This design comes from an exercise in tuning for small area and a short achievable clock period on the open sky130 flow, not from production work. Function was not checked in any run shown here: the RTL went through the layout flow alone. Power is estimated from default activity; no workload was simulated.

==> flow/design.v, too long to show whole: its modules and the start of the top module <==
// module num_rpad: 10 lines
// module num_sneg: 8 lines
// module num_sabs: 8 lines
// module num_min: 9 lines
// module num_max: 9 lines
// module num_smin: 9 lines
// module num_smax: 9 lines
// module num_ssignbit: 8 lines
// module num_sadd: 17 lines
// module num_smul: 47 lines
// module smul_q31: 814 lines
// module sq_benc: 10 lines
// module sq_bpp: 10 lines
// module sq_fa: 10 lines
// module sq_ha: 9 lines
module smul_q31 (
    input  logic        clk,
    input  logic        reset,
    input  logic        go,
    input  logic [31:0] left,
    input  logic [31:0] right,
    output logic [31:0] out,
    output logic        done
);
  // ...
==> flow/flow/run.sh <==
#!/bin/bash
# The standard synthesis and layout, with two changes to how the layout
# is made:
#  - after synthesis, the Booth selector gates (a22oi) are set to their
#    smallest drive strength (the placement's repair steps resize them again
#    where timing needs it);
#  - the input and output ports are buffered with buf_2 cells rather than
#    the flow's default choice.
set -euo pipefail
bash standard.sh synth > synth.log 2>&1
R=orfs/results/sky130hd/smul_q31/base
cat > downsize.tcl <<TCL
read_db $R/1_synth.odb
set db [ord::get_db]
set m1 [\$db findMaster sky130_fd_sc_hd__a22oi_1]
set n 0
foreach inst [[ord::get_db_block] getInsts] {
  if {[[\$inst getMaster] getName] eq "sky130_fd_sc_hd__a22oi_2"} {
    \$inst swapMaster \$m1
    incr n
  }
}
puts "downsized \$n a22oi_2 to a22oi_1"
write_db $R/1_synth.odb
TCL
openroad -no_init -exit downsize.tcl > downsize.log 2>&1
export BUFFER_PORTS_ARGS="-buffer_cell sky130_fd_sc_hd__buf_2"
bash standard.sh > layout.log 2>&1
==> flow/standard.sh <==
#!/bin/bash
# synth_recipe.tcl (not shown) runs the flow's synth.tcl, then flattens the netlist and writes it again
# the make line also repeats each setting of config.mk as NAME=value (left out here)
make -C /OpenROAD-flow-scripts/flow DESIGN_CONFIG=/design/flow/config.mk WORK_HOME=/design/flow/orfs CLKGATE_MAP_FILE= SYNTH_SCRIPT=/design/flow/synth_recipe.tcl "${@:-finish}"
==> flow/config.mk <==
export PLATFORM = sky130hd
export DESIGN_NAME = smul_q31
export DESIGN_NICKNAME = smul_q31
export VERILOG_FILES = /design/flow/design.v
export SDC_FILE = /design/flow/constraint.sdc
export NUM_CORES = 4
export LEC_CHECK = 0
export CAP_MARGIN = 20
export CORE_MARGIN = 2
export CORE_UTILIZATION = 45
export SETUP_SLACK_MARGIN = 2.5
export SLEW_MARGIN = 20
export SYNTH_HIERARCHICAL = 1
export SYNTH_MINIMUM_KEEP_SIZE = 0
==> flow/constraint.sdc <==
create_clock -name core_clock -period 8.0 [get_ports {clk}]
set_input_delay 1.6000 -clock core_clock [delete_from_list [all_inputs] [get_ports {clk}]]
set_output_delay 1.6000 -clock core_clock [all_outputs]
set_load 0.01 [all_outputs]
==> results.txt, run 1 <==
Status -> timing/DRC/antenna clean
Clock-cell share -> 0.0175
Area Overhead vs Synth -> 17.0%
Tcrit/Tclk final -> 0.683
Largest Pwr Group -> combinational cells
Starting density of the core -> 0.458
DR WL/cell -> 26.5 um
CP required -> 8.22 ns
RR Endpoint -> sb[17]$_DFF_P_
Slowest CP cell -> fa_1
Num sequential -> 84
Reg power frac -> 0.119
Startpoint types -> primary input
Vert. Die Dim -> 194 um
WL met3 -> 4.67 mm
WL final -> 56.7 mm
Post-place setup slack -> 1.60 ns
Hold Buf Count CTS -> 0
Post-Route Utilization -> 0.536
Vias per cell -> 6.34
H-tree levels -> 3
Worst-skew pair later-pin latency -> 0.35 ns
GR peak layer -> met2
Biggest registers after layout -> sa x40, sb x40
Top sig layer -> met4
Worst Hold Depth -> 2
Ant diodes -> 0
==> module smul_q31, before the edit <==
module smul_q31 (
    input  logic        clk,
    input  logic        reset,
    input  logic        go,
    input  logic [31:0] left,
    input  logic [31:0] right,
    output logic [31:0] out,
    output logic        done
);
  logic d0, d1;               
  logic zero;                 
  logic [39:0] sa, sb;        
  logic sl;                   
  wire cyc1 = go & ~d0;       
  wire cyc2 = d0 & ~d1;       
  wire hold = ~go | d1;       
  wire kboth = cyc2 | hold;
  assign done = d1;
  wire [16:0] bs = ({17{cyc2}} & right[31:15]) | ({17{cyc1}} & {right[15:0], 1'b0});
  wire [8:0] qlo = {1'b0, sa[7:0]} + {1'b0, sb[7:0]} + {8'd0, sl};
  wire [47:0] ea, eb;
  assign ea[0] = (cyc2 & sa[8]);
  assign eb[0] = (cyc2 & sb[8]);
  assign ea[1] = (cyc2 & sa[9]);
  assign eb[1] = (cyc2 & sb[9]);
  assign ea[2] = (cyc2 & sa[10]);
  assign eb[2] = (cyc2 & sb[10]);
  assign ea[3] = (cyc2 & sa[11]);
  assign eb[3] = (cyc2 & sb[11]);
  assign ea[4] = (cyc2 & sa[12]);
  assign eb[4] = (cyc2 & sb[12]);
  assign ea[5] = (cyc2 & sa[13]);
  assign eb[5] = (cyc2 & sb[13]);
  assign ea[6] = (cyc2 & sa[14]);
  assign eb[6] = (cyc2 & sb[14]);
  assign ea[7] = (cyc2 & sa[15]);
  assign eb[7] = (cyc2 & sb[15]);
  assign ea[8] = (cyc2 & sa[16]) | (hold & sa[0]);
  assign eb[8] = (cyc2 & sb[16]) | (hold & sb[0]);
  assign ea[9] = (cyc2 & sa[17]) | (hold & sa[1]);
  assign eb[9] = (cyc2 & sb[17]) | (hold & sb[1]);
  assign ea[10] = (cyc2 & sa[18]) | (hold & sa[2]);
  assign eb[10] = (cyc2 & sb[18]) | (hold & sb[2]);
  assign ea[11] = (cyc2 & sa[19]) | (hold & sa[3]);
  assign eb[11] = (cyc2 & sb[19]) | (hold & sb[3]);
  assign ea[12] = (cyc2 & sa[20]) | (hold & sa[4]);
  assign eb[12] = (cyc2 & sb[20]) | (hold & sb[4]);
  assign ea[13] = (cyc2 & sa[21]) | (hold & sa[5]);
  assign eb[13] = (cyc2 & sb[21]) | (hold & sb[5]);
  assign ea[14] = (cyc2 & sa[22]) | (hold & sa[6]);
  assign eb[14] = (cyc2 & sb[22]) | (hold & sb[6]);
  assign ea[15] = (cyc2 & sa[23]) | (hold & sa[7]);
  assign eb[15] = (cyc2 & sb[23]) | (hold & sb[7]);
  assign ea[16] = (cyc2 & sa[24]) | (hold & sa[8]);
  assign eb[16] = (cyc2 & sb[24]) | (hold & sb[8]);
  assign ea[17] = (cyc2 & sa[25]) | (hold & sa[9]);
  assign eb[17] = (cyc2 & sb[25]) | (hold & sb[9]);
  assign ea[18] = (cyc2 & sa[26]) | (hold & sa[10]);
  assign eb[18] = (cyc2 & sb[26]) | (hold & sb[10]);
  assign ea[19] = (cyc2 & sa[27]) | (hold & sa[11]);
  assign eb[19] = (cyc2 & sb[27]) | (hold & sb[11]);
  assign ea[20] = (cyc2 & sa[28]) | (hold & sa[12]);
  assign eb[20] = (cyc2 & sb[28]) | (hold & sb[12]);
  assign ea[21] = (cyc2 & sa[29]) | (hold & sa[13]);
  assign eb[21] = (cyc2 & sb[29]) | (hold & sb[13]);
  assign ea[22] = (cyc2 & sa[30]) | (hold & sa[14]);
  assign eb[22] = (cyc2 & sb[30]) | (hold & sb[14]);
  assign ea[23] = (cyc2 & sa[31]) | (hold & sa[15]);
  assign eb[23] = (cyc2 & sb[31]) | (hold & sb[15]);
  assign ea[24] = (cyc2 & sa[32]) | (hold & sa[16]);
  assign eb[24] = (cyc2 & sb[32]) | (hold & sb[16]);
  assign ea[25] = (cyc2 & sa[33]) | (hold & sa[17]);
  assign eb[25] = (cyc2 & sb[33]) | (hold & sb[17]);
  assign ea[26] = (cyc2 & sa[34]) | (hold & sa[18]);
  assign eb[26] = (cyc2 & sb[34]) | (hold & sb[18]);
  assign ea[27] = (cyc2 & sa[35]) | (hold & sa[19]);
  assign eb[27] = (cyc2 & sb[35]) | (hold & sb[19]);
  assign ea[28] = (cyc2 & sa[36]) | (hold & sa[20]);
  assign eb[28] = (cyc2 & sb[36]) | (hold & sb[20]);
  assign ea[29] = (cyc2 & sa[37]) | (hold & sa[21]);
  assign eb[29] = (cyc2 & sb[37]) | (hold & sb[21]);
  assign ea[30] = (cyc2 & sa[38]) | (hold & sa[22]);
  assign eb[30] = (cyc2 & sb[38]) | (hold & sb[22]);
  assign ea[31] = (cyc2 & sa[39]) | (hold & sa[23]);
  assign eb[31] = (cyc2 & sb[39]) | (hold & sb[23]);
  assign ea[32] = (hold & sa[24]);
  assign eb[32] = (hold & sb[24]);
  assign ea[33] = (hold & sa[25]);
  assign eb[33] = (hold & sb[25]);
  assign ea[34] = (hold & sa[26]);
  assign eb[34] = (hold & sb[26]);
  assign ea[35] = (hold & sa[27]);
  assign eb[35] = (hold & sb[27]);
  assign ea[36] = (hold & sa[28]);
  assign eb[36] = (hold & sb[28]);
  assign ea[37] = (hold & sa[29]);
  assign eb[37] = (hold & sb[29]);
  assign ea[38] = (hold & sa[30]);
  assign eb[38] = (hold & sb[30]);
  assign ea[39] = (hold & sa[31]);
  assign eb[39] = (hold & sb[31]);
  assign ea[40] = (hold & sa[32]);
  assign eb[40] = (hold & sb[32]);
  assign ea[41] = (hold & sa[33]);
  assign eb[41] = (hold & sb[33]);
  assign ea[42] = (hold & sa[34]);
  assign eb[42] = (hold & sb[34]);
  assign ea[43] = (hold & sa[35]);
  assign eb[43] = (hold & sb[35]);
  assign ea[44] = (hold & sa[36]);
  assign eb[44] = (hold & sb[36]);
  assign ea[45] = (hold & sa[37]);
  assign eb[45] = (hold & sb[37]);
  assign ea[46] = (hold & sa[38]);
  assign eb[46] = (hold & sb[38]);
  assign ea[47] = (hold & sa[39]);
  assign eb[47] = (hold & sb[39]);
  wire ec = cyc2 & qlo[8];
  wire eh = hold & sl;
  wire [1:0] neg0, one0, two0;
  sq_benc e0[1:0] (.b(bs[2:0]), .neg(neg0), .one(one0), .two(two0));
  wire [1:0] neg1, one1, two1;
  sq_benc e1[1:0] (.b(bs[4:2]), .neg(neg1), .one(one1), .two(two1));
  wire [1:0] neg2, one2, two2;
  sq_benc e2[1:0] (.b(bs[6:4]), .neg(neg2), .one(one2), .two(two2));
  wire [1:0] neg3, one3, two3;
  sq_benc e3[1:0] (.b(bs[8:6]), .neg(neg3), .one(one3), .two(two3));
  wire [1:0] neg4, one4, two4;
  sq_benc e4[1:0] (.b(bs[10:8]), .neg(neg4), .one(one4), .two(two4));
  wire [1:0] neg5, one5, two5;
  sq_benc e5[1:0] (.b(bs[12:10]), .neg(neg5), .one(one5), .two(two5));
  wire [1:0] neg6, one6, two6;
  sq_benc e6[1:0] (.b(bs[14:12]), .neg(neg6), .one(one6), .two(two6));
  wire [1:0] neg7, one7, two7;
  sq_benc e7[1:0] (.b(bs[16:14]), .neg(neg7), .one(one7), .two(two7));
  wire [32:0] pp0, q0;
  sq_bpp b0[32:0] (.x0({left[31], left}), .x1({left, 1'b0}), .neg({{17{neg0[1]}}, {16{neg0[0]}}}), .one({{17{one0[1]}}, {16{one0[0]}}}), .two({{17{two0[1]}}, {16{two0[0]}}}), .p(q0));
  assign pp0 = {~q0[32], q0[31:0]};
  wire [32:0] pp1, q1;
  sq_bpp b1[32:0] (.x0({left[31], left}), .x1({left, 1'b0}), .neg({{17{neg1[1]}}, {16{neg1[0]}}}), .one({{17{one1[1]}}, {16{one1[0]}}}), .two({{17{two1[1]}}, {16{two1[0]}}}), .p(q1));
  assign pp1 = {~q1[32], q1[31:0]};
  wire [32:0] pp2, q2;
  sq_bpp b2[32:0] (.x0({left[31], left}), .x1({left, 1'b0}), .neg({{17{neg2[1]}}, {16{neg2[0]}}}), .one({{17{one2[1]}}, {16{one2[0]}}}), .two({{17{two2[1]}}, {16{two2[0]}}}), .p(q2));
  assign pp2 = {~q2[32], q2[31:0]};
  wire [32:0] pp3, q3;
  sq_bpp b3[32:0] (.x0({left[31], left}), .x1({left, 1'b0}), .neg({{17{neg3[1]}}, {16{neg3[0]}}}), .one({{17{one3[1]}}, {16{one3[0]}}}), .two({{17{two3[1]}}, {16{two3[0]}}}), .p(q3));
  assign pp3 = {~q3[32], q3[31:0]};
  wire [32:0] pp4, q4;
  sq_bpp b4[32:0] (.x0({left[31], left}), .x1({left, 1'b0}), .neg({{17{neg4[1]}}, {16{neg4[0]}}}), .one({{17{one4[1]}}, {16{one4[0]}}}), .two({{17{two4[1]}}, {16{two4[0]}}}), .p(q4));
  assign pp4 = {~q4[32], q4[31:0]};
  wire [32:0] pp5, q5;
  sq_bpp b5[32:0] (.x0({left[31], left}), .x1({left, 1'b0}), .neg({{17{neg5[1]}}, {16{neg5[0]}}}), .one({{17{one5[1]}}, {16{one5[0]}}}), .two({{17{two5[1]}}, {16{two5[0]}}}), .p(q5));
  assign pp5 = {~q5[32], q5[31:0]};
  wire [32:0] pp6, q6;
  sq_bpp b6[32:0] (.x0({left[31], left}), .x1({left, 1'b0}), .neg({{17{neg6[1]}}, {16{neg6[0]}}}), .one({{17{one6[1]}}, {16{one6[0]}}}), .two({{17{two6[1]}}, {16{two6[0]}}}), .p(q6));
  assign pp6 = {~q6[32], q6[31:0]};
  wire [32:0] pp7, q7;
  sq_bpp b7[32:0] (.x0({left[31], left}), .x1({left, 1'b0}), .neg({{17{neg7[1]}}, {16{neg7[0]}}}), .one({{17{one7[1]}}, {16{one7[0]}}}), .two({{17{two7[1]}}, {16{two7[0]}}}), .p(q7));
  assign pp7 = {~q7[32], q7[31:0]};
  wire s1, c2;
  sq_ha h2 (.a(ea[12]), .b(eb[12]), .s(s1), .co(c2));
  wire s3, c4;
  sq_ha h4 (.a(ea[13]), .b(eb[13]), .s(s3), .co(c4));
  wire s5, c6;
  sq_fa f6 (.a(ea[14]), .b(eb[14]), .c(neg7[0]), .s(s5), .co(c6));
  wire s7, c8;
  sq_ha h8 (.a(pp0[14]), .b(pp1[12]), .s(s7), .co(c8));
  wire s9, c10;
  sq_fa f10 (.a(ea[15]), .b(eb[15]), .c(pp0[15]), .s(s9), .co(c10));
  wire s11, c12;
  sq_ha h12 (.a(pp1[13]), .b(pp2[11]), .s(s11), .co(c12));
  wire s13, c14;
  sq_fa f14 (.a(cyc2), .b(ea[16]), .c(eb[16]), .s(s13), .co(c14));
  wire s15, c16;
  sq_fa f16 (.a(pp0[16]), .b(pp1[14]), .c(pp2[12]), .s(s15), .co(c16));
  wire s17, c18;
  sq_fa f18 (.a(cyc2), .b(ea[17]), .c(eb[17]), .s(s17), .co(c18));
  wire s19, c20;
  sq_fa f20 (.a(pp0[17]), .b(pp1[15]), .c(pp2[13]), .s(s19), .co(c20));
  wire s21, c22;
  sq_fa f22 (.a(ea[18]), .b(eb[18]), .c(pp0[18]), .s(s21), .co(c22));
  wire s23, c24;
  sq_ha h24 (.a(pp1[16]), .b(pp2[14]), .s(s23), .co(c24));
  wire s25, c26;
  sq_fa f26 (.a(cyc2), .b(ea[19]), .c(eb[19]), .s(s25), .co(c26));
  wire s27, c28;
  sq_fa f28 (.a(pp0[19]), .b(pp1[17]), .c(pp2[15]), .s(s27), .co(c28));
  wire s29, c30;
  sq_fa f30 (.a(ea[20]), .b(eb[20]), .c(pp0[20]), .s(s29), .co(c30));
  wire s31, c32;
  sq_ha h32 (.a(pp1[18]), .b(pp2[16]), .s(s31), .co(c32));
  wire s33, c34;
  sq_fa f34 (.a(cyc2), .b(ea[21]), .c(eb[21]), .s(s33), .co(c34));
  wire s35, c36;
  sq_fa f36 (.a(pp0[21]), .b(pp1[19]), .c(pp2[17]), .s(s35), .co(c36));
  wire s37, c38;
  sq_fa f38 (.a(ea[22]), .b(eb[22]), .c(pp0[22]), .s(s37), .co(c38));
  wire s39, c40;
  sq_ha h40 (.a(pp1[20]), .b(pp2[18]), .s(s39), .co(c40));
  wire s41, c42;
  sq_fa f42 (.a(cyc2), .b(ea[23]), .c(eb[23]), .s(s41), .co(c42));
  wire s43, c44;
  sq_fa f44 (.a(pp0[23]), .b(pp1[21]), .c(pp2[19]), .s(s43), .co(c44));
  wire s45, c46;
  sq_fa f46 (.a(ea[24]), .b(eb[24]), .c(pp0[24]), .s(s45), .co(c46));
  wire s47, c48;
  sq_ha h48 (.a(pp1[22]), .b(pp2[20]), .s(s47), .co(c48));
  wire s49, c50;
  sq_fa f50 (.a(cyc2), .b(ea[25]), .c(eb[25]), .s(s49), .co(c50));
  wire s51, c52;
  sq_fa f52 (.a(pp0[25]), .b(pp1[23]), .c(pp2[21]), .s(s51), .co(c52));
  wire s53, c54;
  sq_fa f54 (.a(ea[26]), .b(eb[26]), .c(pp0[26]), .s(s53), .co(c54));
  wire s55, c56;
  sq_ha h56 (.a(pp1[24]), .b(pp2[22]), .s(s55), .co(c56));
  wire s57, c58;
  sq_fa f58 (.a(cyc2), .b(ea[27]), .c(eb[27]), .s(s57), .co(c58));
  wire s59, c60;
  sq_fa f60 (.a(pp0[27]), .b(pp1[25]), .c(pp2[23]), .s(s59), .co(c60));
  wire s61, c62;
  sq_fa f62 (.a(ea[28]), .b(eb[28]), .c(pp0[28]), .s(s61), .co(c62));
  wire s63, c64;
  sq_ha h64 (.a(pp1[26]), .b(pp2[24]), .s(s63), .co(c64));
  wire s65, c66;
  sq_fa f66 (.a(cyc2), .b(ea[29]), .c(eb[29]), .s(s65), .co(c66));
  wire s67, c68;
  sq_fa f68 (.a(pp0[29]), .b(pp1[27]), .c(pp2[25]), .s(s67), .co(c68));
  wire s69, c70;
  sq_fa f70 (.a(ea[30]), .b(eb[30]), .c(pp0[30]), .s(s69), .co(c70));
  wire s71, c72;
  sq_ha h72 (.a(pp1[28]), .b(pp2[26]), .s(s71), .co(c72));
  wire s73, c74;
  sq_fa f74 (.a(cyc2), .b(ea[31]), .c(eb[31]), .s(s73), .co(c74));
  wire s75, c76;
  sq_fa f76 (.a(pp0[31]), .b(pp1[29]), .c(pp2[27]), .s(s75), .co(c76));
  wire s77, c78;
  sq_fa f78 (.a(hold), .b(ea[32]), .c(eb[32]), .s(s77), .co(c78));
  wire s79, c80;
  sq_fa f80 (.a(pp0[32]), .b(pp1[30]), .c(pp2[28]), .s(s79), .co(c80));
  wire s81, c82;
  sq_fa f82 (.a(kboth), .b(ea[33]), .c(eb[33]), .s(s81), .co(c82));
  wire s83, c84;
  sq_ha h84 (.a(pp1[31]), .b(pp2[29]), .s(s83), .co(c84));
  wire s85, c86;
  sq_fa f86 (.a(ea[34]), .b(eb[34]), .c(pp1[32]), .s(s85), .co(c86));
  wire s87, c88;
  sq_ha h88 (.a(kboth), .b(ea[35]), .s(s87), .co(c88));
  wire s89, c90;
  sq_ha h90 (.a(ea[6]), .b(eb[6]), .s(s89), .co(c90));
  wire s91, c92;
  sq_ha h92 (.a(ea[7]), .b(eb[7]), .s(s91), .co(c92));
  wire s93, c94;
  sq_fa f94 (.a(ea[8]), .b(eb[8]), .c(eh), .s(s93), .co(c94));
  wire s95, c96;
  sq_fa f96 (.a(neg4[0]), .b(pp0[8]), .c(pp1[6]), .s(s95), .co(c96));
  wire s97, c98;
  sq_fa f98 (.a(ea[9]), .b(eb[9]), .c(pp0[9]), .s(s97), .co(c98));
  wire s99, c100;
  sq_ha h100 (.a(pp1[7]), .b(pp2[5]), .s(s99), .co(c100));
  wire s101, c102;
  sq_fa f102 (.a(ea[10]), .b(eb[10]), .c(neg5[0]), .s(s101), .co(c102));
  wire s103, c104;
  sq_fa f104 (.a(pp0[10]), .b(pp1[8]), .c(pp2[6]), .s(s103), .co(c104));
  wire s105, c106;
  sq_ha h106 (.a(pp3[4]), .b(pp4[2]), .s(s105), .co(c106));
  wire s107, c108;
  sq_fa f108 (.a(ea[11]), .b(eb[11]), .c(pp0[11]), .s(s107), .co(c108));
  wire s109, c110;
  sq_fa f110 (.a(pp1[9]), .b(pp2[7]), .c(pp3[5]), .s(s109), .co(c110));
  wire s111, c112;
  sq_ha h112 (.a(pp4[3]), .b(pp5[1]), .s(s111), .co(c112));
  wire s113, c114;
  sq_fa f114 (.a(s1), .b(neg6[0]), .c(pp0[12]), .s(s113), .co(c114));
  wire s115, c116;
  sq_fa f116 (.a(pp1[10]), .b(pp2[8]), .c(pp3[6]), .s(s115), .co(c116));
  wire s117, c118;
  sq_fa f118 (.a(pp4[4]), .b(pp5[2]), .c(pp6[0]), .s(s117), .co(c118));
  wire s119, c120;
  sq_fa f120 (.a(c2), .b(s3), .c(pp0[13]), .s(s119), .co(c120));
  wire s121, c122;
  sq_fa f122 (.a(pp1[11]), .b(pp2[9]), .c(pp3[7]), .s(s121), .co(c122));
  wire s123, c124;
  sq_fa f124 (.a(pp4[5]), .b(pp5[3]), .c(pp6[1]), .s(s123), .co(c124));
  wire s125, c126;
  sq_fa f126 (.a(c4), .b(pp2[10]), .c(pp3[8]), .s(s125), .co(c126));
  wire s127, c128;
  sq_fa f128 (.a(pp4[6]), .b(pp5[4]), .c(pp6[2]), .s(s127), .co(c128));
  wire s129, c130;
  sq_fa f130 (.a(pp7[0]), .b(s5), .c(s7), .s(s129), .co(c130));
  wire s131, c132;
  sq_fa f132 (.a(pp3[9]), .b(pp4[7]), .c(pp5[5]), .s(s131), .co(c132));
  wire s133, c134;
  sq_fa f134 (.a(pp6[3]), .b(pp7[1]), .c(c6), .s(s133), .co(c134));
  wire s135, c136;
  sq_fa f136 (.a(c8), .b(s11), .c(s9), .s(s135), .co(c136));
  wire s137, c138;
  sq_fa f138 (.a(s13), .b(pp3[10]), .c(pp4[8]), .s(s137), .co(c138));
  wire s139, c140;
  sq_fa f140 (.a(pp5[6]), .b(pp6[4]), .c(pp7[2]), .s(s139), .co(c140));
  wire s141, c142;
  sq_fa f142 (.a(c12), .b(c10), .c(s15), .s(s141), .co(c142));
  wire s143, c144;
  sq_fa f144 (.a(c14), .b(s17), .c(pp3[11]), .s(s143), .co(c144));
  wire s145, c146;
  sq_fa f146 (.a(pp4[9]), .b(pp5[7]), .c(pp6[5]), .s(s145), .co(c146));
  wire s147, c148;
  sq_fa f148 (.a(pp7[3]), .b(c16), .c(s19), .s(s147), .co(c148));
  wire s149, c150;
  sq_fa f150 (.a(c18), .b(pp3[12]), .c(pp4[10]), .s(s149), .co(c150));
  wire s151, c152;
  sq_fa f152 (.a(pp5[8]), .b(pp6[6]), .c(pp7[4]), .s(s151), .co(c152));
  wire s153, c154;
  sq_fa f154 (.a(s23), .b(c20), .c(s21), .s(s153), .co(c154));
  wire s155, c156;
  sq_fa f156 (.a(s25), .b(pp3[13]), .c(pp4[11]), .s(s155), .co(c156));
  wire s157, c158;
  sq_fa f158 (.a(pp5[9]), .b(pp6[7]), .c(pp7[5]), .s(s157), .co(c158));
  wire s159, c160;
  sq_fa f160 (.a(c24), .b(c22), .c(s27), .s(s159), .co(c160));
  wire s161, c162;
  sq_fa f162 (.a(c26), .b(pp3[14]), .c(pp4[12]), .s(s161), .co(c162));
  wire s163, c164;
  sq_fa f164 (.a(pp5[10]), .b(pp6[8]), .c(pp7[6]), .s(s163), .co(c164));
  wire s165, c166;
  sq_fa f166 (.a(s31), .b(c28), .c(s29), .s(s165), .co(c166));
  wire s167, c168;
  sq_fa f168 (.a(s33), .b(pp3[15]), .c(pp4[13]), .s(s167), .co(c168));
  wire s169, c170;
  sq_fa f170 (.a(pp5[11]), .b(pp6[9]), .c(pp7[7]), .s(s169), .co(c170));
  wire s171, c172;
  sq_fa f172 (.a(c32), .b(c30), .c(s35), .s(s171), .co(c172));
  wire s173, c174;
  sq_fa f174 (.a(c34), .b(pp3[16]), .c(pp4[14]), .s(s173), .co(c174));
  wire s175, c176;
  sq_fa f176 (.a(pp5[12]), .b(pp6[10]), .c(pp7[8]), .s(s175), .co(c176));
  wire s177, c178;
  sq_fa f178 (.a(s39), .b(c36), .c(s37), .s(s177), .co(c178));
  wire s179, c180;
  sq_fa f180 (.a(s41), .b(pp3[17]), .c(pp4[15]), .s(s179), .co(c180));
  wire s181, c182;
  sq_fa f182 (.a(pp5[13]), .b(pp6[11]), .c(pp7[9]), .s(s181), .co(c182));
  wire s183, c184;
  sq_fa f184 (.a(c40), .b(c38), .c(s43), .s(s183), .co(c184));
  wire s185, c186;
  sq_fa f186 (.a(c42), .b(pp3[18]), .c(pp4[16]), .s(s185), .co(c186));
  wire s187, c188;
  sq_fa f188 (.a(pp5[14]), .b(pp6[12]), .c(pp7[10]), .s(s187), .co(c188));
  wire s189, c190;
  sq_fa f190 (.a(s47), .b(c44), .c(s45), .s(s189), .co(c190));
  wire s191, c192;
  sq_fa f192 (.a(s49), .b(pp3[19]), .c(pp4[17]), .s(s191), .co(c192));
  wire s193, c194;
  sq_fa f194 (.a(pp5[15]), .b(pp6[13]), .c(pp7[11]), .s(s193), .co(c194));
  wire s195, c196;
  sq_fa f196 (.a(c48), .b(c46), .c(s51), .s(s195), .co(c196));
  wire s197, c198;
  sq_fa f198 (.a(c50), .b(pp3[20]), .c(pp4[18]), .s(s197), .co(c198));
  wire s199, c200;
  sq_fa f200 (.a(pp5[16]), .b(pp6[14]), .c(pp7[12]), .s(s199), .co(c200));
  wire s201, c202;
  sq_fa f202 (.a(s55), .b(c52), .c(s53), .s(s201), .co(c202));
  wire s203, c204;
  sq_fa f204 (.a(s57), .b(pp3[21]), .c(pp4[19]), .s(s203), .co(c204));
  wire s205, c206;
  sq_fa f206 (.a(pp5[17]), .b(pp6[15]), .c(pp7[13]), .s(s205), .co(c206));
  wire s207, c208;
  sq_fa f208 (.a(c56), .b(c54), .c(s59), .s(s207), .co(c208));
  wire s209, c210;
  sq_fa f210 (.a(c58), .b(pp3[22]), .c(pp4[20]), .s(s209), .co(c210));
  wire s211, c212;
  sq_fa f212 (.a(pp5[18]), .b(pp6[16]), .c(pp7[14]), .s(s211), .co(c212));
  wire s213, c214;
  sq_fa f214 (.a(s63), .b(c60), .c(s61), .s(s213), .co(c214));
  wire s215, c216;
  sq_fa f216 (.a(s65), .b(pp3[23]), .c(pp4[21]), .s(s215), .co(c216));
  wire s217, c218;
  sq_fa f218 (.a(pp5[19]), .b(pp6[17]), .c(pp7[15]), .s(s217), .co(c218));
  wire s219, c220;
  sq_fa f220 (.a(c64), .b(c62), .c(s67), .s(s219), .co(c220));
  wire s221, c222;
  sq_fa f222 (.a(c66), .b(pp3[24]), .c(pp4[22]), .s(s221), .co(c222));
  wire s223, c224;
  sq_fa f224 (.a(pp5[20]), .b(pp6[18]), .c(pp7[16]), .s(s223), .co(c224));
  wire s225, c226;
  sq_fa f226 (.a(s71), .b(c68), .c(s69), .s(s225), .co(c226));
  wire s227, c228;
  sq_fa f228 (.a(s73), .b(pp3[25]), .c(pp4[23]), .s(s227), .co(c228));
  wire s229, c230;
  sq_fa f230 (.a(pp5[21]), .b(pp6[19]), .c(pp7[17]), .s(s229), .co(c230));
  wire s231, c232;
  sq_fa f232 (.a(c72), .b(c70), .c(s75), .s(s231), .co(c232));
  wire s233, c234;
  sq_fa f234 (.a(c74), .b(s77), .c(pp3[26]), .s(s233), .co(c234));
  wire s235, c236;
  sq_fa f236 (.a(pp4[24]), .b(pp5[22]), .c(pp6[20]), .s(s235), .co(c236));
  wire s237, c238;
  sq_fa f238 (.a(pp7[18]), .b(c76), .c(s79), .s(s237), .co(c238));
  wire s239, c240;
  sq_fa f240 (.a(c78), .b(s81), .c(pp3[27]), .s(s239), .co(c240));
  wire s241, c242;
  sq_fa f242 (.a(pp4[25]), .b(pp5[23]), .c(pp6[21]), .s(s241), .co(c242));
  wire s243, c244;
  sq_fa f244 (.a(pp7[19]), .b(s83), .c(c80), .s(s243), .co(c244));
  wire s245, c246;
  sq_fa f246 (.a(c82), .b(pp2[30]), .c(pp3[28]), .s(s245), .co(c246));
  wire s247, c248;
  sq_fa f248 (.a(pp4[26]), .b(pp5[24]), .c(pp6[22]), .s(s247), .co(c248));
  wire s249, c250;
  sq_fa f250 (.a(pp7[20]), .b(c84), .c(s85), .s(s249), .co(c250));
  wire s251, c252;
  sq_fa f252 (.a(eb[35]), .b(s87), .c(pp2[31]), .s(s251), .co(c252));
  wire s253, c254;
  sq_fa f254 (.a(pp3[29]), .b(pp4[27]), .c(pp5[25]), .s(s253), .co(c254));
  wire s255, c256;
  sq_fa f256 (.a(pp6[23]), .b(pp7[21]), .c(c86), .s(s255), .co(c256));
  wire s257, c258;
  sq_fa f258 (.a(ea[36]), .b(eb[36]), .c(c88), .s(s257), .co(c258));
  wire s259, c260;
  sq_fa f260 (.a(pp2[32]), .b(pp3[30]), .c(pp4[28]), .s(s259), .co(c260));
  wire s261, c262;
  sq_fa f262 (.a(pp5[26]), .b(pp6[24]), .c(pp7[22]), .s(s261), .co(c262));
  wire s263, c264;
  sq_fa f264 (.a(kboth), .b(ea[37]), .c(eb[37]), .s(s263), .co(c264));
  wire s265, c266;
  sq_fa f266 (.a(pp3[31]), .b(pp4[29]), .c(pp5[27]), .s(s265), .co(c266));
  wire s267, c268;
  sq_ha h268 (.a(pp6[25]), .b(pp7[23]), .s(s267), .co(c268));
  wire s269, c270;
  sq_fa f270 (.a(ea[38]), .b(eb[38]), .c(pp3[32]), .s(s269), .co(c270));
  wire s271, c272;
  sq_fa f272 (.a(pp4[30]), .b(pp5[28]), .c(pp6[26]), .s(s271), .co(c272));
  wire s273, c274;
  sq_fa f274 (.a(kboth), .b(ea[39]), .c(eb[39]), .s(s273), .co(c274));
  wire s275, c276;
  sq_ha h276 (.a(pp4[31]), .b(pp5[29]), .s(s275), .co(c276));
  wire s277, c278;
  sq_fa f278 (.a(ea[40]), .b(eb[40]), .c(pp4[32]), .s(s277), .co(c278));
  wire s279, c280;
  sq_ha h280 (.a(kboth), .b(ea[41]), .s(s279), .co(c280));
  wire s281, c282;
  sq_ha h282 (.a(ea[0]), .b(eb[0]), .s(s281), .co(c282));
  wire s283, c284;
  sq_ha h284 (.a(ea[2]), .b(eb[2]), .s(s283), .co(c284));
  wire s285, c286;
  sq_ha h286 (.a(ea[3]), .b(eb[3]), .s(s285), .co(c286));
  wire s287, c288;
  sq_fa f288 (.a(ea[4]), .b(eb[4]), .c(neg2[0]), .s(s287), .co(c288));
  wire s289, c290;
  sq_ha h290 (.a(pp0[4]), .b(pp1[2]), .s(s289), .co(c290));
  wire s291, c292;
  sq_fa f292 (.a(ea[5]), .b(eb[5]), .c(pp0[5]), .s(s291), .co(c292));
  wire s293, c294;
  sq_ha h294 (.a(pp1[3]), .b(pp2[1]), .s(s293), .co(c294));
  wire s295, c296;
  sq_fa f296 (.a(s89), .b(neg3[0]), .c(pp0[6]), .s(s295), .co(c296));
  wire s297, c298;
  sq_fa f298 (.a(pp1[4]), .b(pp2[2]), .c(pp3[0]), .s(s297), .co(c298));
  wire s299, c300;
  sq_fa f300 (.a(c90), .b(s91), .c(pp0[7]), .s(s299), .co(c300));
  wire s301, c302;
  sq_fa f302 (.a(pp1[5]), .b(pp2[3]), .c(pp3[1]), .s(s301), .co(c302));
  wire s303, c304;
  sq_fa f304 (.a(c92), .b(s93), .c(pp2[4]), .s(s303), .co(c304));
  wire s305, c306;
  sq_fa f306 (.a(pp3[2]), .b(pp4[0]), .c(s95), .s(s305), .co(c306));
  wire s307, c308;
  sq_fa f308 (.a(c94), .b(pp3[3]), .c(pp4[1]), .s(s307), .co(c308));
  wire s309, c310;
  sq_fa f310 (.a(s99), .b(c96), .c(s97), .s(s309), .co(c310));
  wire s311, c312;
  sq_fa f312 (.a(pp5[0]), .b(s101), .c(c100), .s(s311), .co(c312));
  wire s313, c314;
  sq_fa f314 (.a(s105), .b(c98), .c(s103), .s(s313), .co(c314));
  wire s315, c316;
  sq_fa f316 (.a(c102), .b(c106), .c(s111), .s(s315), .co(c316));
  wire s317, c318;
  sq_fa f318 (.a(c104), .b(s107), .c(s109), .s(s317), .co(c318));
  wire s319, c320;
  sq_fa f320 (.a(c112), .b(c108), .c(c110), .s(s319), .co(c320));
  wire s321, c322;
  sq_fa f322 (.a(s113), .b(s115), .c(s117), .s(s321), .co(c322));
  wire s323, c324;
  sq_fa f324 (.a(c114), .b(c116), .c(c118), .s(s323), .co(c324));
  wire s325, c326;
  sq_fa f326 (.a(s119), .b(s121), .c(s123), .s(s325), .co(c326));
  wire s327, c328;
  sq_fa f328 (.a(c120), .b(c122), .c(c124), .s(s327), .co(c328));
  wire s329, c330;
  sq_fa f330 (.a(s125), .b(s127), .c(s129), .s(s329), .co(c330));
  wire s331, c332;
  sq_fa f332 (.a(c126), .b(c128), .c(s131), .s(s331), .co(c332));
  wire s333, c334;
  sq_fa f334 (.a(s133), .b(c130), .c(s135), .s(s333), .co(c334));
  wire s335, c336;
  sq_fa f336 (.a(c132), .b(s137), .c(s139), .s(s335), .co(c336));
  wire s337, c338;
  sq_fa f338 (.a(c134), .b(c136), .c(s141), .s(s337), .co(c338));
  wire s339, c340;
  sq_fa f340 (.a(c138), .b(c140), .c(s143), .s(s339), .co(c340));
  wire s341, c342;
  sq_fa f342 (.a(s145), .b(c142), .c(s147), .s(s341), .co(c342));
  wire s343, c344;
  sq_fa f344 (.a(c144), .b(c146), .c(s149), .s(s343), .co(c344));
  wire s345, c346;
  sq_fa f346 (.a(s151), .b(c148), .c(s153), .s(s345), .co(c346));
  wire s347, c348;
  sq_fa f348 (.a(c150), .b(c152), .c(s155), .s(s347), .co(c348));
  wire s349, c350;
  sq_fa f350 (.a(s157), .b(c154), .c(s159), .s(s349), .co(c350));
  wire s351, c352;
  sq_fa f352 (.a(c156), .b(c158), .c(s161), .s(s351), .co(c352));
  wire s353, c354;
  sq_fa f354 (.a(s163), .b(c160), .c(s165), .s(s353), .co(c354));
  wire s355, c356;
  sq_fa f356 (.a(c162), .b(c164), .c(s167), .s(s355), .co(c356));
  wire s357, c358;
  sq_fa f358 (.a(s169), .b(c166), .c(s171), .s(s357), .co(c358));
  wire s359, c360;
  sq_fa f360 (.a(c168), .b(c170), .c(s173), .s(s359), .co(c360));
  wire s361, c362;
  sq_fa f362 (.a(s175), .b(c172), .c(s177), .s(s361), .co(c362));
  wire s363, c364;
  sq_fa f364 (.a(c174), .b(c176), .c(s179), .s(s363), .co(c364));
  wire s365, c366;
  sq_fa f366 (.a(s181), .b(c178), .c(s183), .s(s365), .co(c366));
  wire s367, c368;
  sq_fa f368 (.a(c180), .b(c182), .c(s185), .s(s367), .co(c368));
  wire s369, c370;
  sq_fa f370 (.a(s187), .b(c184), .c(s189), .s(s369), .co(c370));
  wire s371, c372;
  sq_fa f372 (.a(c186), .b(c188), .c(s191), .s(s371), .co(c372));
  wire s373, c374;
  sq_fa f374 (.a(s193), .b(c190), .c(s195), .s(s373), .co(c374));
  wire s375, c376;
  sq_fa f376 (.a(c192), .b(c194), .c(s197), .s(s375), .co(c376));
  wire s377, c378;
  sq_fa f378 (.a(s199), .b(c196), .c(s201), .s(s377), .co(c378));
  wire s379, c380;
  sq_fa f380 (.a(c198), .b(c200), .c(s203), .s(s379), .co(c380));
  wire s381, c382;
  sq_fa f382 (.a(s205), .b(c202), .c(s207), .s(s381), .co(c382));
  wire s383, c384;
  sq_fa f384 (.a(c204), .b(c206), .c(s209), .s(s383), .co(c384));
  wire s385, c386;
  sq_fa f386 (.a(s211), .b(c208), .c(s213), .s(s385), .co(c386));
  wire s387, c388;
  sq_fa f388 (.a(c210), .b(c212), .c(s215), .s(s387), .co(c388));
  wire s389, c390;
  sq_fa f390 (.a(s217), .b(c214), .c(s219), .s(s389), .co(c390));
  wire s391, c392;
  sq_fa f392 (.a(c216), .b(c218), .c(s221), .s(s391), .co(c392));
  wire s393, c394;
  sq_fa f394 (.a(s223), .b(c220), .c(s225), .s(s393), .co(c394));
  wire s395, c396;
  sq_fa f396 (.a(c222), .b(c224), .c(s227), .s(s395), .co(c396));
  wire s397, c398;
  sq_fa f398 (.a(s229), .b(c226), .c(s231), .s(s397), .co(c398));
  wire s399, c400;
  sq_fa f400 (.a(c228), .b(c230), .c(s233), .s(s399), .co(c400));
  wire s401, c402;
  sq_fa f402 (.a(s235), .b(c232), .c(s237), .s(s401), .co(c402));
  wire s403, c404;
  sq_fa f404 (.a(c234), .b(c236), .c(s239), .s(s403), .co(c404));
  wire s405, c406;
  sq_fa f406 (.a(s241), .b(c238), .c(s243), .s(s405), .co(c406));
  wire s407, c408;
  sq_fa f408 (.a(c240), .b(c242), .c(s245), .s(s407), .co(c408));
  wire s409, c410;
  sq_fa f410 (.a(s247), .b(c244), .c(s249), .s(s409), .co(c410));
  wire s411, c412;
  sq_fa f412 (.a(c246), .b(c248), .c(s251), .s(s411), .co(c412));
  wire s413, c414;
  sq_fa f414 (.a(s253), .b(c250), .c(s255), .s(s413), .co(c414));
  wire s415, c416;
  sq_fa f416 (.a(s257), .b(c252), .c(c254), .s(s415), .co(c416));
  wire s417, c418;
  sq_fa f418 (.a(s259), .b(s261), .c(c256), .s(s417), .co(c418));
  wire s419, c420;
  sq_fa f420 (.a(s263), .b(c258), .c(s267), .s(s419), .co(c420));
  wire s421, c422;
  sq_fa f422 (.a(c260), .b(c262), .c(s265), .s(s421), .co(c422));
  wire s423, c424;
  sq_fa f424 (.a(c264), .b(pp7[24]), .c(c268), .s(s423), .co(c424));
  wire s425, c426;
  sq_fa f426 (.a(c266), .b(s269), .c(s271), .s(s425), .co(c426));
  wire s427, c428;
  sq_fa f428 (.a(s273), .b(pp6[27]), .c(pp7[25]), .s(s427), .co(c428));
  wire s429, c430;
  sq_fa f430 (.a(s275), .b(c270), .c(c272), .s(s429), .co(c430));
  wire s431, c432;
  sq_fa f432 (.a(c274), .b(pp5[30]), .c(pp6[28]), .s(s431), .co(c432));
  wire s433, c434;
  sq_fa f434 (.a(pp7[26]), .b(c276), .c(s277), .s(s433), .co(c434));
  wire s435, c436;
  sq_fa f436 (.a(eb[41]), .b(s279), .c(pp5[31]), .s(s435), .co(c436));
  wire s437, c438;
  sq_fa f438 (.a(pp6[29]), .b(pp7[27]), .c(c278), .s(s437), .co(c438));
  wire s439, c440;
  sq_fa f440 (.a(ea[42]), .b(eb[42]), .c(c280), .s(s439), .co(c440));
  wire s441, c442;
  sq_fa f442 (.a(pp5[32]), .b(pp6[30]), .c(pp7[28]), .s(s441), .co(c442));
  wire s443, c444;
  sq_fa f444 (.a(kboth), .b(ea[43]), .c(eb[43]), .s(s443), .co(c444));
  wire s445, c446;
  sq_ha h446 (.a(pp6[31]), .b(pp7[29]), .s(s445), .co(c446));
  wire s447, c448;
  sq_fa f448 (.a(ea[44]), .b(eb[44]), .c(pp6[32]), .s(s447), .co(c448));
  wire s449, c450;
  sq_ha h450 (.a(kboth), .b(ea[45]), .s(s449), .co(c450));
  wire s451, c452;
  sq_ha h452 (.a(ec), .b(s281), .s(s451), .co(c452));
  wire s453, c454;
  sq_fa f454 (.a(ea[1]), .b(eb[1]), .c(c282), .s(s453), .co(c454));
  wire s455, c456;
  sq_fa f456 (.a(s283), .b(neg1[0]), .c(pp0[2]), .s(s455), .co(c456));
  wire s457, c458;
  sq_fa f458 (.a(c284), .b(s285), .c(pp0[3]), .s(s457), .co(c458));
  wire s459, c460;
  sq_fa f460 (.a(c286), .b(pp2[0]), .c(s287), .s(s459), .co(c460));
  wire s461, c462;
  sq_fa f462 (.a(c288), .b(c290), .c(s293), .s(s461), .co(c462));
  wire s463, c464;
  sq_fa f464 (.a(c294), .b(c292), .c(s295), .s(s463), .co(c464));
  wire s465, c466;
  sq_fa f466 (.a(c296), .b(c298), .c(s299), .s(s465), .co(c466));
  wire s467, c468;
  sq_fa f468 (.a(c300), .b(c302), .c(s303), .s(s467), .co(c468));
  wire s469, c470;
  sq_fa f470 (.a(c304), .b(s307), .c(c306), .s(s469), .co(c470));
  wire s471, c472;
  sq_fa f472 (.a(c308), .b(s311), .c(c310), .s(s471), .co(c472));
  wire s473, c474;
  sq_fa f474 (.a(c312), .b(s315), .c(c314), .s(s473), .co(c474));
  wire s475, c476;
  sq_fa f476 (.a(c316), .b(c318), .c(s319), .s(s475), .co(c476));
  wire s477, c478;
  sq_fa f478 (.a(c320), .b(c322), .c(s323), .s(s477), .co(c478));
  wire s479, c480;
  sq_fa f480 (.a(c324), .b(c326), .c(s327), .s(s479), .co(c480));
  wire s481, c482;
  sq_fa f482 (.a(c328), .b(s331), .c(c330), .s(s481), .co(c482));
  wire s483, c484;
  sq_fa f484 (.a(c332), .b(s335), .c(c334), .s(s483), .co(c484));
  wire s485, c486;
  sq_fa f486 (.a(c336), .b(s339), .c(c338), .s(s485), .co(c486));
  wire s487, c488;
  sq_fa f488 (.a(c340), .b(s343), .c(c342), .s(s487), .co(c488));
  wire s489, c490;
  sq_fa f490 (.a(c344), .b(s347), .c(c346), .s(s489), .co(c490));
  wire s491, c492;
  sq_fa f492 (.a(c348), .b(s351), .c(c350), .s(s491), .co(c492));
  wire s493, c494;
  sq_fa f494 (.a(c352), .b(s355), .c(c354), .s(s493), .co(c494));
  wire s495, c496;
  sq_fa f496 (.a(c356), .b(s359), .c(c358), .s(s495), .co(c496));
  wire s497, c498;
  sq_fa f498 (.a(c360), .b(s363), .c(c362), .s(s497), .co(c498));
  wire s499, c500;
  sq_fa f500 (.a(c364), .b(s367), .c(c366), .s(s499), .co(c500));
  wire s501, c502;
  sq_fa f502 (.a(c368), .b(s371), .c(c370), .s(s501), .co(c502));
  wire s503, c504;
  sq_fa f504 (.a(c372), .b(s375), .c(c374), .s(s503), .co(c504));
  wire s505, c506;
  sq_fa f506 (.a(c376), .b(s379), .c(c378), .s(s505), .co(c506));
  wire s507, c508;
  sq_fa f508 (.a(c380), .b(s383), .c(c382), .s(s507), .co(c508));
  wire s509, c510;
  sq_fa f510 (.a(c384), .b(s387), .c(c386), .s(s509), .co(c510));
  wire s511, c512;
  sq_fa f512 (.a(c388), .b(s391), .c(c390), .s(s511), .co(c512));
  wire s513, c514;
  sq_fa f514 (.a(c392), .b(s395), .c(c394), .s(s513), .co(c514));
  wire s515, c516;
  sq_fa f516 (.a(c396), .b(s399), .c(c398), .s(s515), .co(c516));
  wire s517, c518;
  sq_fa f518 (.a(c400), .b(s403), .c(c402), .s(s517), .co(c518));
  wire s519, c520;
  sq_fa f520 (.a(c404), .b(s407), .c(c406), .s(s519), .co(c520));
  wire s521, c522;
  sq_fa f522 (.a(c408), .b(s411), .c(c410), .s(s521), .co(c522));
  wire s523, c524;
  sq_fa f524 (.a(c412), .b(s415), .c(c414), .s(s523), .co(c524));
  wire s525, c526;
  sq_fa f526 (.a(s419), .b(c416), .c(s421), .s(s525), .co(c526));
  wire s527, c528;
  sq_fa f528 (.a(c420), .b(s423), .c(c422), .s(s527), .co(c528));
  wire s529, c530;
  sq_fa f530 (.a(s427), .b(c424), .c(c426), .s(s529), .co(c530));
  wire s531, c532;
  sq_fa f532 (.a(c428), .b(s431), .c(c430), .s(s531), .co(c532));
  wire s533, c534;
  sq_fa f534 (.a(c432), .b(s435), .c(c434), .s(s533), .co(c534));
  wire s535, c536;
  sq_fa f536 (.a(s439), .b(c436), .c(s441), .s(s535), .co(c536));
  wire s537, c538;
  sq_fa f538 (.a(s443), .b(c440), .c(s445), .s(s537), .co(c538));
  wire s539, c540;
  sq_fa f540 (.a(c444), .b(pp7[30]), .c(c446), .s(s539), .co(c540));
  wire s541, c542;
  sq_fa f542 (.a(eb[45]), .b(s449), .c(pp7[31]), .s(s541), .co(c542));
  wire s543, c544;
  sq_fa f544 (.a(ea[46]), .b(eb[46]), .c(c450), .s(s543), .co(c544));
  wire s545, c546;
  sq_ha h546 (.a(neg0[0]), .b(s451), .s(s545), .co(c546));
  wire s547, c548;
  sq_fa f548 (.a(c452), .b(s453), .c(pp0[1]), .s(s547), .co(c548));
  wire s549, c550;
  sq_fa f550 (.a(c454), .b(pp1[0]), .c(s455), .s(s549), .co(c550));
  wire s551, c552;
  sq_fa f552 (.a(pp1[1]), .b(c456), .c(s457), .s(s551), .co(c552));
  wire s553, c554;
  sq_fa f554 (.a(s289), .b(c458), .c(s459), .s(s553), .co(c554));
  wire s555, c556;
  sq_fa f556 (.a(s291), .b(c460), .c(s461), .s(s555), .co(c556));
  wire s557, c558;
  sq_fa f558 (.a(s297), .b(c462), .c(s463), .s(s557), .co(c558));
  wire s559, c560;
  sq_fa f560 (.a(s301), .b(c464), .c(s465), .s(s559), .co(c560));
  wire s561, c562;
  sq_fa f562 (.a(c466), .b(s305), .c(s467), .s(s561), .co(c562));
  wire s563, c564;
  sq_fa f564 (.a(c468), .b(s309), .c(s469), .s(s563), .co(c564));
  wire s565, c566;
  sq_fa f566 (.a(s313), .b(c470), .c(s471), .s(s565), .co(c566));
  wire s567, c568;
  sq_fa f568 (.a(s317), .b(c472), .c(s473), .s(s567), .co(c568));
  wire s569, c570;
  sq_fa f570 (.a(s321), .b(c474), .c(s475), .s(s569), .co(c570));
  wire s571, c572;
  sq_fa f572 (.a(s325), .b(c476), .c(s477), .s(s571), .co(c572));
  wire s573, c574;
  sq_fa f574 (.a(s329), .b(c478), .c(s479), .s(s573), .co(c574));
  wire s575, c576;
  sq_fa f576 (.a(c480), .b(s333), .c(s481), .s(s575), .co(c576));
  wire s577, c578;
  sq_fa f578 (.a(s337), .b(c482), .c(s483), .s(s577), .co(c578));
  wire s579, c580;
  sq_fa f580 (.a(s341), .b(c484), .c(s485), .s(s579), .co(c580));
  wire s581, c582;
  sq_fa f582 (.a(s345), .b(c486), .c(s487), .s(s581), .co(c582));
  wire s583, c584;
  sq_fa f584 (.a(s349), .b(c488), .c(s489), .s(s583), .co(c584));
  wire s585, c586;
  sq_fa f586 (.a(s353), .b(c490), .c(s491), .s(s585), .co(c586));
  wire s587, c588;
  sq_fa f588 (.a(s357), .b(c492), .c(s493), .s(s587), .co(c588));
  wire s589, c590;
  sq_fa f590 (.a(s361), .b(c494), .c(s495), .s(s589), .co(c590));
  wire s591, c592;
  sq_fa f592 (.a(s365), .b(c496), .c(s497), .s(s591), .co(c592));
  wire s593, c594;
  sq_fa f594 (.a(s369), .b(c498), .c(s499), .s(s593), .co(c594));
  wire s595, c596;
  sq_fa f596 (.a(s373), .b(c500), .c(s501), .s(s595), .co(c596));
  wire s597, c598;
  sq_fa f598 (.a(s377), .b(c502), .c(s503), .s(s597), .co(c598));
  wire s599, c600;
  sq_fa f600 (.a(s381), .b(c504), .c(s505), .s(s599), .co(c600));
  wire s601, c602;
  sq_fa f602 (.a(s385), .b(c506), .c(s507), .s(s601), .co(c602));
  wire s603, c604;
  sq_fa f604 (.a(s389), .b(c508), .c(s509), .s(s603), .co(c604));
  wire s605, c606;
  sq_fa f606 (.a(s393), .b(c510), .c(s511), .s(s605), .co(c606));
  wire s607, c608;
  sq_fa f608 (.a(s397), .b(c512), .c(s513), .s(s607), .co(c608));
  wire s609, c610;
  sq_fa f610 (.a(s401), .b(c514), .c(s515), .s(s609), .co(c610));
  wire s611, c612;
  sq_fa f612 (.a(s405), .b(c516), .c(s517), .s(s611), .co(c612));
  wire s613, c614;
  sq_fa f614 (.a(s409), .b(s519), .c(c518), .s(s613), .co(c614));
  wire s615, c616;
  sq_fa f616 (.a(s413), .b(c520), .c(s521), .s(s615), .co(c616));
  wire s617, c618;
  sq_fa f618 (.a(s417), .b(s523), .c(c522), .s(s617), .co(c618));
  wire s619, c620;
  sq_fa f620 (.a(c418), .b(s525), .c(c524), .s(s619), .co(c620));
  wire s621, c622;
  sq_fa f622 (.a(s425), .b(c526), .c(s527), .s(s621), .co(c622));
  wire s623, c624;
  sq_fa f624 (.a(s429), .b(c528), .c(s529), .s(s623), .co(c624));
  wire s625, c626;
  sq_fa f626 (.a(s433), .b(c530), .c(s531), .s(s625), .co(c626));
  wire s627, c628;
  sq_fa f628 (.a(s437), .b(c532), .c(s533), .s(s627), .co(c628));
  wire s629, c630;
  sq_fa f630 (.a(c438), .b(s535), .c(c534), .s(s629), .co(c630));
  wire s631, c632;
  sq_fa f632 (.a(c442), .b(s537), .c(c536), .s(s631), .co(c632));
  wire s633, c634;
  sq_fa f634 (.a(s447), .b(c538), .c(s539), .s(s633), .co(c634));
  wire s635, c636;
  sq_fa f636 (.a(c448), .b(s541), .c(c540), .s(s635), .co(c636));
  wire s637, c638;
  sq_fa f638 (.a(s543), .b(pp7[32]), .c(c542), .s(s637), .co(c638));
  wire s639, c640;
  sq_fa f640 (.a(ea[47]), .b(eb[47]), .c(c544), .s(s639), .co(c640));
  wire [47:0] v1 = {s639, s637, c634, s633, s631, s629, c626, s625, c622, s621, c618, c616, c614, c612, c610, c608, c606, c604, c602, c600, c598, c596, c594, c592, c590, c588, c586, c584, c582, c580, c578, c576, c574, c572, c570, c568, c566, c564, c562, c560, c558, c556, c554, c552, c550, c548, c546, pp0[0]};
  wire [47:0] v2 = {c638, c636, s635, c632, c630, c628, s627, c624, s623, c620, s619, s617, s615, s613, s611, s609, s607, s605, s603, s601, s599, s597, s595, s593, s591, s589, s587, s585, s583, s581, s579, s577, s575, s573, s571, s569, s567, s565, s563, s561, s559, s557, s555, s553, s551, s549, s547, s545};
  wire [8:0] vlo = {1'b0, v1[7:0]} + {1'b0, v2[7:0]};
  always_ff @(posedge clk) begin
    d0 <= go;
    d1 <= go & d0;
    sa <= v1[47:8];
    sb <= v2[47:8];
    sl <= vlo[8];
    if (reset) zero <= 1'b1;
    else if (cyc2) zero <= 1'b0;
  end
  wire [38:0] res = sa[38:0] + sb[38:0] + {38'd0, sl};
  assign out = zero ? 32'd0 : res[38:7];
endmodule
==> run 2, diff against run 1 <==
--- a/flow/design.v
+++ b/flow/design.v
@@ -146,12 +146,13 @@
   logic zero;                 
   logic [39:0] sa, sb;        
   logic sl;                   
-  wire cyc1 = go & ~d0;       
+  wire xen = go & ~d1;        
   wire cyc2 = d0 & ~d1;       
   wire hold = ~go | d1;       
   wire kboth = cyc2 | hold;
   assign done = d1;
-  wire [16:0] bs = ({17{cyc2}} & right[31:15]) | ({17{cyc1}} & {right[15:0], 1'b0});
+  wire [16:0] bs = cyc2 ? right[31:15] : {right[15:0], 1'b0};
+  wire [31:0] x = left & {32{xen}};
   wire [8:0] qlo = {1'b0, sa[7:0]} + {1'b0, sb[7:0]} + {8'd0, sl};
   wire [47:0] ea, eb;
   assign ea[0] = (cyc2 & sa[8]);
@@ -269,28 +270,28 @@
   wire [1:0] neg7, one7, two7;
   sq_benc e7[1:0] (.b(bs[16:14]), .neg(neg7), .one(one7), .two(two7));
   wire [32:0] pp0, q0;
-  sq_bpp b0[32:0] (.x0({left[31], left}), .x1({left, 1'b0}), .neg({{17{neg0[1]}}, {16{neg0[0]}}}), .one({{17{one0[1]}}, {16{one0[0]}}}), .two({{17{two0[1]}}, {16{two0[0]}}}), .p(q0));
+  sq_bpp b0[32:0] (.x0({x[31], x}), .x1({x, 1'b0}), .neg({{17{neg0[1]}}, {16{neg0[0]}}}), .one({{17{one0[1]}}, {16{one0[0]}}}), .two({{17{two0[1]}}, {16{two0[0]}}}), .p(q0));
   assign pp0 = {~q0[32], q0[31:0]};
   wire [32:0] pp1, q1;
-  sq_bpp b1[32:0] (.x0({left[31], left}), .x1({left, 1'b0}), .neg({{17{neg1[1]}}, {16{neg1[0]}}}), .one({{17{one1[1]}}, {16{one1[0]}}}), .two({{17{two1[1]}}, {16{two1[0]}}}), .p(q1));
+  sq_bpp b1[32:0] (.x0({x[31], x}), .x1({x, 1'b0}), .neg({{17{neg1[1]}}, {16{neg1[0]}}}), .one({{17{one1[1]}}, {16{one1[0]}}}), .two({{17{two1[1]}}, {16{two1[0]}}}), .p(q1));
   assign pp1 = {~q1[32], q1[31:0]};
   wire [32:0] pp2, q2;
-  sq_bpp b2[32:0] (.x0({left[31], left}), .x1({left, 1'b0}), .neg({{17{neg2[1]}}, {16{neg2[0]}}}), .one({{17{one2[1]}}, {16{one2[0]}}}), .two({{17{two2[1]}}, {16{two2[0]}}}), .p(q2));
+  sq_bpp b2[32:0] (.x0({x[31], x}), .x1({x, 1'b0}), .neg({{17{neg2[1]}}, {16{neg2[0]}}}), .one({{17{one2[1]}}, {16{one2[0]}}}), .two({{17{two2[1]}}, {16{two2[0]}}}), .p(q2));
   assign pp2 = {~q2[32], q2[31:0]};
   wire [32:0] pp3, q3;
-  sq_bpp b3[32:0] (.x0({left[31], left}), .x1({left, 1'b0}), .neg({{17{neg3[1]}}, {16{neg3[0]}}}), .one({{17{one3[1]}}, {16{one3[0]}}}), .two({{17{two3[1]}}, {16{two3[0]}}}), .p(q3));
+  sq_bpp b3[32:0] (.x0({x[31], x}), .x1({x, 1'b0}), .neg({{17{neg3[1]}}, {16{neg3[0]}}}), .one({{17{one3[1]}}, {16{one3[0]}}}), .two({{17{two3[1]}}, {16{two3[0]}}}), .p(q3));
   assign pp3 = {~q3[32], q3[31:0]};
   wire [32:0] pp4, q4;
-  sq_bpp b4[32:0] (.x0({left[31], left}), .x1({left, 1'b0}), .neg({{17{neg4[1]}}, {16{neg4[0]}}}), .one({{17{one4[1]}}, {16{one4[0]}}}), .two({{17{two4[1]}}, {16{two4[0]}}}), .p(q4));
+  sq_bpp b4[32:0] (.x0({x[31], x}), .x1({x, 1'b0}), .neg({{17{neg4[1]}}, {16{neg4[0]}}}), .one({{17{one4[1]}}, {16{one4[0]}}}), .two({{17{two4[1]}}, {16{two4[0]}}}), .p(q4));
   assign pp4 = {~q4[32], q4[31:0]};
   wire [32:0] pp5, q5;
-  sq_bpp b5[32:0] (.x0({left[31], left}), .x1({left, 1'b0}), .neg({{17{neg5[1]}}, {16{neg5[0]}}}), .one({{17{one5[1]}}, {16{one5[0]}}}), .two({{17{two5[1]}}, {16{two5[0]}}}), .p(q5));
+  sq_bpp b5[32:0] (.x0({x[31], x}), .x1({x, 1'b0}), .neg({{17{neg5[1]}}, {16{neg5[0]}}}), .one({{17{one5[1]}}, {16{one5[0]}}}), .two({{17{two5[1]}}, {16{two5[0]}}}), .p(q5));
   assign pp5 = {~q5[32], q5[31:0]};
   wire [32:0] pp6, q6;
-  sq_bpp b6[32:0] (.x0({left[31], left}), .x1({left, 1'b0}), .neg({{17{neg6[1]}}, {16{neg6[0]}}}), .one({{17{one6[1]}}, {16{one6[0]}}}), .two({{17{two6[1]}}, {16{two6[0]}}}), .p(q6));
+  sq_bpp b6[32:0] (.x0({x[31], x}), .x1({x, 1'b0}), .neg({{17{neg6[1]}}, {16{neg6[0]}}}), .one({{17{one6[1]}}, {16{one6[0]}}}), .two({{17{two6[1]}}, {16{two6[0]}}}), .p(q6));
   assign pp6 = {~q6[32], q6[31:0]};
   wire [32:0] pp7, q7;
-  sq_bpp b7[32:0] (.x0({left[31], left}), .x1({left, 1'b0}), .neg({{17{neg7[1]}}, {16{neg7[0]}}}), .one({{17{one7[1]}}, {16{one7[0]}}}), .two({{17{two7[1]}}, {16{two7[0]}}}), .p(q7));
+  sq_bpp b7[32:0] (.x0({x[31], x}), .x1({x, 1'b0}), .neg({{17{neg7[1]}}, {16{neg7[0]}}}), .one({{17{one7[1]}}, {16{one7[0]}}}), .two({{17{two7[1]}}, {16{two7[0]}}}), .p(q7));
   assign pp7 = {~q7[32], q7[31:0]};
   wire s1, c2;
   sq_ha h2 (.a(ea[12]), .b(eb[12]), .s(s1), .co(c2));
--- a/flow/config.mk
+++ b/flow/config.mk
@@ -8,7 +8,7 @@
 export CAP_MARGIN = 20
 export CORE_MARGIN = 2
 export CORE_UTILIZATION = 45
-export SETUP_SLACK_MARGIN = 2.5
+export SETUP_SLACK_MARGIN = 2.8
 export SLEW_MARGIN = 20
 export SYNTH_HIERARCHICAL = 1
 export SYNTH_MINIMUM_KEEP_SIZE = 0
==> run 2 against run 1 <==
Still clean on timing, DRC and antenna. Area after synthesis is 1.5% higher. Core utilization is 0.78 points lower. Critical path depth is 3 lower. Power is 5.5% lower.
==> results.txt, run 2 <==
DR WL/cell -> 25.7 um (-2.8%)
Lkg Pwr -> 7.29 nW
Root Driver -> clkbuf_16
Final slew viol count -> 0
Die area -> 38300 um^2
WHS -> 0.480 ns
Most common cell after layout, fill and taps aside -> fa_1
Sum of negative setup slack -> 0 ns
Layout Cells excl Fill -> 2194
Layout Skew -> 0.0129 ns
Cells along the critical path -> buf_2 > mux2_4 > nand2b_1 > o22ai_4 > buf_4 > a22oi_1 > xnor2_2 > fa_1 > fa_1 > fa_1 > fa_1 > fa_1
Final Setup Violations -> 0
HP Class -> reg -> reg
H-tree levels -> 3 (unchanged)
Layout cells sized above 1 -> 0.178
Synthesized instance count -> 1553
Die W -> 196 um
Largest net degree at the start of global routing -> 76
Placed insts -> 2095
GRT met1 Usage -> 0.430
Max frequency -> 194 MHz
Vert. Die Dim -> 196 um (+0.71%)
Worst slew pin tran -> 0.834 ns
GRT Resource Usage Total -> 0.299
Yosys warnings -> 7
Detail Route Antenna Nets -> 0
Gpl congestion -> 0.925
Clock sink count -> 84
Starting density of the core -> 0.455 (-0.00327)
PortBufs -> 99
Worst path arrival time -> 5.38 ns
Total number of vias -> 13.7k
WS Path Type -> in -> reg
Design Area, Final -> 19200 um^2
Core area -> 36300 um^2
Final HPWL from detailed placement -> 41.9 mm
First-pass GRT wire length -> 87.0 mm
CTS Buf Count -> 9
Mapped Area -> 16500 um^2
VDD IR max -> 0.000251 V
Maxcap violations -> 0
# IOs -> 100
GR Util met3 -> 0.0356
Multi-input gate area -> 15000 um^2
Slowest CP cell -> fa_1
Initial antenna violation count -> 0
RSZ-0062 raised after global routing -> yes
Starting DRT DRC Count -> 1475
Ant diodes -> 0 (unchanged)
Area Overhead vs Synth -> 16.2%
CP dominant cell by count -> fa_1
M2 GR Usage -> 0.470
Placed inst area -> 17600 um^2
Max incr delay on CP -> 0.52 ns
Final-report hold violation count -> 0
Startpoint types -> primary input
Power Density -> 496 nW/um^2
Vias per cell -> 6.25 (-1.4%)
Crit end category -> register
Worst-skew pair later-pin latency -> 0.35 ns (about the same)
Biggest registers after layout -> sa x40, sb x40
Post-Route Utilization -> 0.528 (-0.00779)
Tcrit/Tclk final -> 0.646 (-0.0374)
GR peak layer -> met2
Grt total ovfl -> 0
CP required -> 8.22 ns (about the same)
Commonest non-fill, non-tap cells in the layout -> fa_1 (288), xnor2_1 (274), a22oi_1 (264)
Slew margin rel. -> 0.444
Fillers -> 3233
Clk pin slew, worst setup/hold paths -> 0.07 ns
Pre-antenna DRT Iters -> 6
Fin crit period -> 5.16 ns
# rows -> 70
Hold Buf Count CTS -> 0 (unchanged)
DRC -> 0
Max Fanout on Critical Path -> 7
WL final -> 56.4 mm (-0.52%)
Avg Synthesized Cell Area -> 10.6 um^2
CTS Buffer Depth -> 2
TritonCTS clock tree -> built
Vias in the first global route -> 14.0k
Status -> timing/DRC/antenna clean
Final net count -> 2154
Reg area -> 1680 um^2
-- run 2: cell count changes in the layout (fill, tap and decap cells not counted), moves of 4 or more --
cell	delta
a22o_2	-12
xor2_4	-4
buf_12	-9
buf_6	+4
a22o_4	-8
buf_4	+26
mux2_2	+5
and2_1	+9
and2_4	+19
and2_2	+5
xor2_1	+5
mux2_4	+8
-- run 2: repair_timing --
item	4_1_cts	5_1_grt
pin swaps	14	18
setup endpoints to repair	70	50
buffers inserted	48	35
gates cloned	0	1
resized for setup	60	32
-- run 2: final cells by class --
cell class / instances / area share
clock inverters: 4 / 0.00300
flip-flops and latches: 84 / 0.0876
well taps: 468 / 0.0305
multi-input cells: 1411 / 0.783
repair buffers: 202 / 0.0793
inverters: 14 / 0.00300
clock buffers: 11 / 0.0132
-- run 2: critical path, delay by kind of cell --
kind | cells | cell delay, ns
xor gates and xnor gates | 1 | 0.27
AOI/OAI and AO/OA | 2 | 0.42
muxes | 1 | 0.33
and+or+nand+nor | 1 | 0.20
buffers and inverters | 2 | 0.27
adders and majority gates | 5 | 2.28
-- run 2: path summary, 6_finish.rpt --
kind | depth (start not counted) | endpoint | slack [ns] | start
worst max-delay path | 12 | sb[22]$_DFF_P_ | 2.84 | right[2]
worst min-delay path | 1 | d1$_DFF_P_ | 0.48 | d0$_DFF_P_
worst max register to register | 12 | sb[22]$_DFF_P_ | 3.02 | d1$_DFF_P_
worst min register to register | 1 | d1$_DFF_P_ | 0.48 | d0$_DFF_P_
-- run 2: per-layer routing --
| metal | wire length [um] | up-vias | share of wire |
|---|---|---|---|
| li1 | - | 5935 | - |
| met1 | 24200 | 7004 | 0.43 |
| met2 | 25900 | 677 | 0.46 |
| met3 | 4200 | 104 | 0.074 |
| met4 | 2150 | 0 | 0.038 |
| met5 | 0 | - | 0 |
-- run 2: through the flow --
stage | total power, mW | setup WS, ns
after CTS | 9.44 | 2.77
after global routing | 10.6 | 2.78
after detailed placement | 8.86 | 1.60
after global placement | 8.66 | 1.55
final | 9.53 | 2.84
after floorplan | 6.54 | 2.77
-- run 2: power by group --
| part | switching [mW] | internal, mW | leakage (nW) |
|---|---|---|---|
| Combinational | 4.31 | 3.56 | 6.43 |
| Sequential | 0.369 | 0.838 | 0.708 |
| Clock | 0.185 | 0.260 | 0.150 |
| Total | 4.87 | 4.66 | 7.29 |

[what the ideal ports hide]
How much do the figures lean on ideal ports? The routed layouts below were timed once more, with nothing changed but the port constraints.
Step 1, drivers: a clkbuf_16 drives clk and a buf_2 each remaining input, both assumed.
Step 2, shift: input delay + t, output delay - t, t = (earliest + latest rising clock arrival at the registers) / 2. This alone moves slack from input paths to output paths.
a / b / c = ideal / step 1 / step 2; a / b = the first two.
| run | t (ns) | slack for setup (ns) | worst setup path at the end | clock arrival spread, ns |
|---|---|---|---|---|
| run 1 | 0.384 | 2.536 / 2.556 / 2.172 | input to register | 0.010 / 0.010 |
| run 2 | 0.387 | 2.836 / 2.859 / 2.472 | input to register | 0.014 / 0.014 |
After both steps setup and hold are still met in every run listed.
